Source: an optimization exercise on an open RTL-to-GDS flow (aim: small area, a short achievable clock period and few clock cycles). Production flows keep margins and buffers that such runs may drop.
RTL that was checked went through simulation tests only; none was proved equivalent to the original.

## job 101
Design projeto, start of the top module:
module projeto(
    input ck,
    input inicio,
    input rst,
    input [15:0] X,
    input [15:0] A,
    input [15:0] B,
    input [15:0] C,
    output pronto,
    output overflow,
    output [15:0] resultado
);
export LEC_CHECK = 0
export CAP_MARGIN = 20
export CORE_MARGIN = 2
export CORE_UTILIZATION = 40
export SETUP_SLACK_MARGIN = 4.2
export SLEW_MARGIN = 20
create_clock -name core_clock -period 9.5 [get_ports {ck}]
standard.sh (not shown) runs the stock make flow with config.mk's settings and CLKGATE_MAP_FILE= SYNTH_SCRIPT=/design/flow/synth_recipe.tcl, a recipe that flattens the netlist after the stock synthesis.
==> flow/flow/run.sh <==
#!/bin/bash
# Standard ORFS layout with two changes: Yosys's early "abc -fast" is skipped so the
# explicit adder tree in the RTL maps straight onto full-adder cells, and port buffers
# use the smallest buffer.
set -euo pipefail
export SYNTH_ARGS="-noabc"
export BUFFER_PORTS_ARGS="-buffer_cell sky130_fd_sc_hd__buf_1"
bash standard.sh > standard.log 2>&1
Job 101 was carried through to the last stage, and its layout satisfied the timing, DRC and antenna checks.
Testbench counts of job 101, summed over its fixed seeds: cycles 4,800.
Modified inputs, job 102 compared to job 101
- a change of CORE_UTILIZATION from 40 to 70
- a change of SETUP_SLACK_MARGIN from 4.2 to 3.8
- an added CTS_BUF_LIST of sky130_fd_sc_hd__clkbuf_4
[summary]
Delta(number of placed instances with taps included, job 102 - job 101) < 0
Relative to job 101, the fmax measured on job 102 has decreased slightly.
Die outline width delta for job 102 relative to job 101: 28 um lower
[compare] base=job 101 new=job 102: global route total overflow roughly the same; portion of the clock cycle consumed by the worst path in the final layout higher; clock transition at the registers of the reported paths higher.
Taking job 101 as the reference, in job 102 signed area change from the synthesized netlist to the final layout fell 12 points, setup slack fell 0.11 ns, fraction of layout instances using a drive strength above 1 fell 11 points.
Job 102 -> job 101: arithmetic-cell share of the synthesized area counting full adders, half adders and majority gates delta 0, exact match


Another version of the RTL of projeto (not shown whole).
Size in the first run: ~430 cells after synthesis, ~85 I/O pins, about 4700 µm² of cells after synthesis.
Settings: LEC_CHECK=0, CAP_MARGIN=20, CORE_MARGIN=2, CORE_UTILIZATION=40, SETUP_SLACK_MARGIN=2.7, SLEW_MARGIN=20; clock period 9.5 ns.
Scripts as last shown in full above: flow/flow/run.sh
Next try:
--- a/flow/config.mk
+++ b/flow/config.mk
@@ -11 +11 @@
-export SETUP_SLACK_MARGIN = 2.7
+export SETUP_SLACK_MARGIN = 3.2
Final cell count goes up by 5.4%. Routed wire length goes up by 16%. Design area goes up by 13%. Sequential share of layout area goes down by 0.84 points. Clock-buffer cell count stays the same. Global-route usage goes up by 1.9 points. Die area is unchanged. Setup slack gets better by 0.27 ns. Worst hold slack gets better by 0.043 ns. Via count goes up by 8.2%.
Next try:
--- a/flow/config.mk
+++ b/flow/config.mk
@@ -11 +11 @@
-export SETUP_SLACK_MARGIN = 3.2
+export SETUP_SLACK_MARGIN = 2.0
Outcome: Maximum frequency fell by 8.6%. Final area decreases by 15%. Area after synthesis is unchanged. Setup slack degrades by 0.59 ns. Routed wire length is lower by 15%.
No functional check of the RTL was part of any run of this note.


== before ==
projeto again, from the RTL that the note above started with.
export LEC_CHECK = 0
export CAP_MARGIN = 20
export CORE_MARGIN = 2
export CORE_UTILIZATION = 40
export SETUP_SLACK_MARGIN = 3.7
export SLEW_MARGIN = 20
create_clock -name core_clock -period 9.5 [get_ports {ck}]
Scripts as last shown in full above: flow/flow/run.sh
before finished all stages; the layout is clean.
Input changes introduced in after (baseline for comparison: before):
--- a/flow/config.mk
+++ b/flow/config.mk
@@ -10,3 +10,2 @@
 export CORE_UTILIZATION = 40
-export SETUP_SLACK_MARGIN = 3.7
 export SLEW_MARGIN = 20
Results
after completed end to end with timing, DRC and antenna clean. Between before and after, layout buffering overhead excluding clock cells decreased. Per the comparison of after with before, clock skew picked up an extra 0.0070 ns; transition time at the pin with the least slew margin picked up an extra 0.024 ns; overall die area neither gained nor lost much. before → after: worst hold slack decreased by 0.019 ns relative to the old numbers, via count decreased by about 6.5% relative to the old numbers. The number of buffers outside the clock class in the layout in after is 0.67 times that in before.
No run of this note included a check of the RTL's function; only the layout flow was run.


== JK ==
projeto with an RTL version that a note above also has.
Size: ~85 I/O pins.
==> flow/config.mk <==
export PLATFORM = sky130hd
export DESIGN_NAME = projeto
export DESIGN_NICKNAME = projeto
export VERILOG_FILES = /design/flow/design.v
export SDC_FILE = /design/flow/constraint.sdc
export NUM_CORES = 4
export LEC_CHECK = 0
export CAP_MARGIN = 20
export CORE_MARGIN = 2
export CORE_UTILIZATION = 60
export CTS_BUF_LIST = sky130_fd_sc_hd__clkbuf_4
export SETUP_SLACK_MARGIN = 3.8
export SLEW_MARGIN = 20
==> flow/constraint.sdc <==
create_clock -name core_clock -period 9.5 [get_ports {ck}]
set_input_delay 1.9000 -clock core_clock [delete_from_list [all_inputs] [get_ports {ck}]]
set_output_delay 1.9000 -clock core_clock [all_outputs]
set_load 0.01 [all_outputs]
Scripts as last shown in full above: flow/flow/run.sh
Testbench counts of JK, summed over its fixed seeds: cycles 4,800.
What MS does differently from JK at the input level:
Settings: CTS_BUF_LIST: sky130_fd_sc_hd__clkbuf_4 -> unset; CORE_UTILIZATION: 60 -> 40; SETUP_SLACK_MARGIN: 3.8 -> unset.
==> flow/flow/run.sh <==
#!/bin/bash
# The standard layout (standard.sh) with three changes:
#  - synthesis skips Yosys's early "abc -fast" (SYNTH_ARGS=-noabc), so the
#    explicit full-adder tree of the RTL maps straight onto full-adder cells;
#  - extract_fa looks for full adders only (flow/synth_fa.tcl), so the
#    carry-propagate adder is left to abc instead of chains of half adders;
#  - port buffers use the smallest buffer.
# Registers and their names are the same as in the standard synthesis.
set -euo pipefail
export SYNTH_ARGS="-noabc"
export BUFFER_PORTS_ARGS="-buffer_cell sky130_fd_sc_hd__buf_1"
sed "s#SYNTH_SCRIPT=[^ ]*#SYNTH_SCRIPT=$PWD/flow/synth_fa.tcl#" standard.sh > standard_fa.sh
grep -q "SYNTH_SCRIPT=$PWD/flow/synth_fa.tcl" standard_fa.sh
bash standard_fa.sh > standard.log 2>&1
==> flow/flow/synth_fa.tcl (new file) <==
proc synth {args} { yosys synth -nofsm -noshare {*}$args }
proc extract_fa {args} { yosys extract_fa -fa }
source $::env(SCRIPTS_DIR)/synth.tcl
# left out here: clear keep_hierarchy, flatten, clean up, hide names made inside functions, write 1_2_yosys.v
## What came out
Higher hold slack goes to JK over MS. The lower cell area of JK and MS is in JK. Area after synthesis: MS higher than JK. In the metrics for JK and MS, the one carrying the lower die area is JK. Lower maximum frequency was reported by MS, not JK. The final reports for MS and JK show final worst setup slack lower in the former.
Inputs modified between MS and AL:
Settings: an added SETUP_SLACK_MARGIN of 3.8.
==> flow/flow/run.sh <==
#!/bin/bash
# Standard ORFS layout with two changes: Yosys's early "abc -fast" is skipped so the
# explicit adder tree in the RTL maps straight onto full-adder cells, and port buffers
# use the smallest buffer.
set -euo pipefail
export SYNTH_ARGS="-noabc"
export BUFFER_PORTS_ARGS="-buffer_cell sky130_fd_sc_hd__buf_1"
bash standard.sh > standard.log 2>&1
removed: flow/flow/synth_fa.tcl
Notes after the runs:
- Relative to MS, post-detailed-route via-to-cell ratio has gone down in AL.
- AL -> MS: global-route track usage on met3 flat
- MS reports its slowest library cell on the worst path as sky130_fd_sc_hd__nor2_1 while AL reports sky130_fd_sc_hd__fa_1.
- On total of buffers placed on input and output ports, MS tracks AL almost exactly.

[separate check: timing with driven ports]
The results above use ideal ports. As a check the final layouts listed here were re-extracted and re-timed, cells and wires unchanged. Step 1 sets driving cells, clkbuf_16 on the clock port and buf_2 on the other inputs (assumed; they add their load-dependent delay and slew). Step 2, shift: input delay + t, output delay - t, t = (earliest + latest rising clock arrival at the registers) / 2. This alone moves slack from input paths to output paths. Three values: ideal ports, drivers, drivers and shift; two values: the first two.
run	t (ns)	setup slack, ns	pins driven straight from the clock port
job 101	0.312	4.013 / 4.012 / 3.699	1
job 102	0.357	3.904 / 3.906 / 3.549	1
the first run of note 2	0.279	2.908 / 2.919 / 2.640	1
the second run of note 2	0.293	3.180 / 3.177 / 2.884	1
the third run of note 2	0.279	2.588 / 2.599 / 2.320	1
before	0.282	3.338 / 3.335 / 3.053	1
after	0.279	2.588 / 2.599 / 2.320	1
JK	0.366	3.919 / 3.926 / 3.560	1
MS	0.318	3.329 / 3.340 / 3.023	1
AL	0.314	3.887 / 3.901 / 3.587	1
After both steps every run listed still meets setup and hold. The setup slack of JK, which loses most, moves by +0.007 ns with the drivers and by -0.359 ns with both steps.
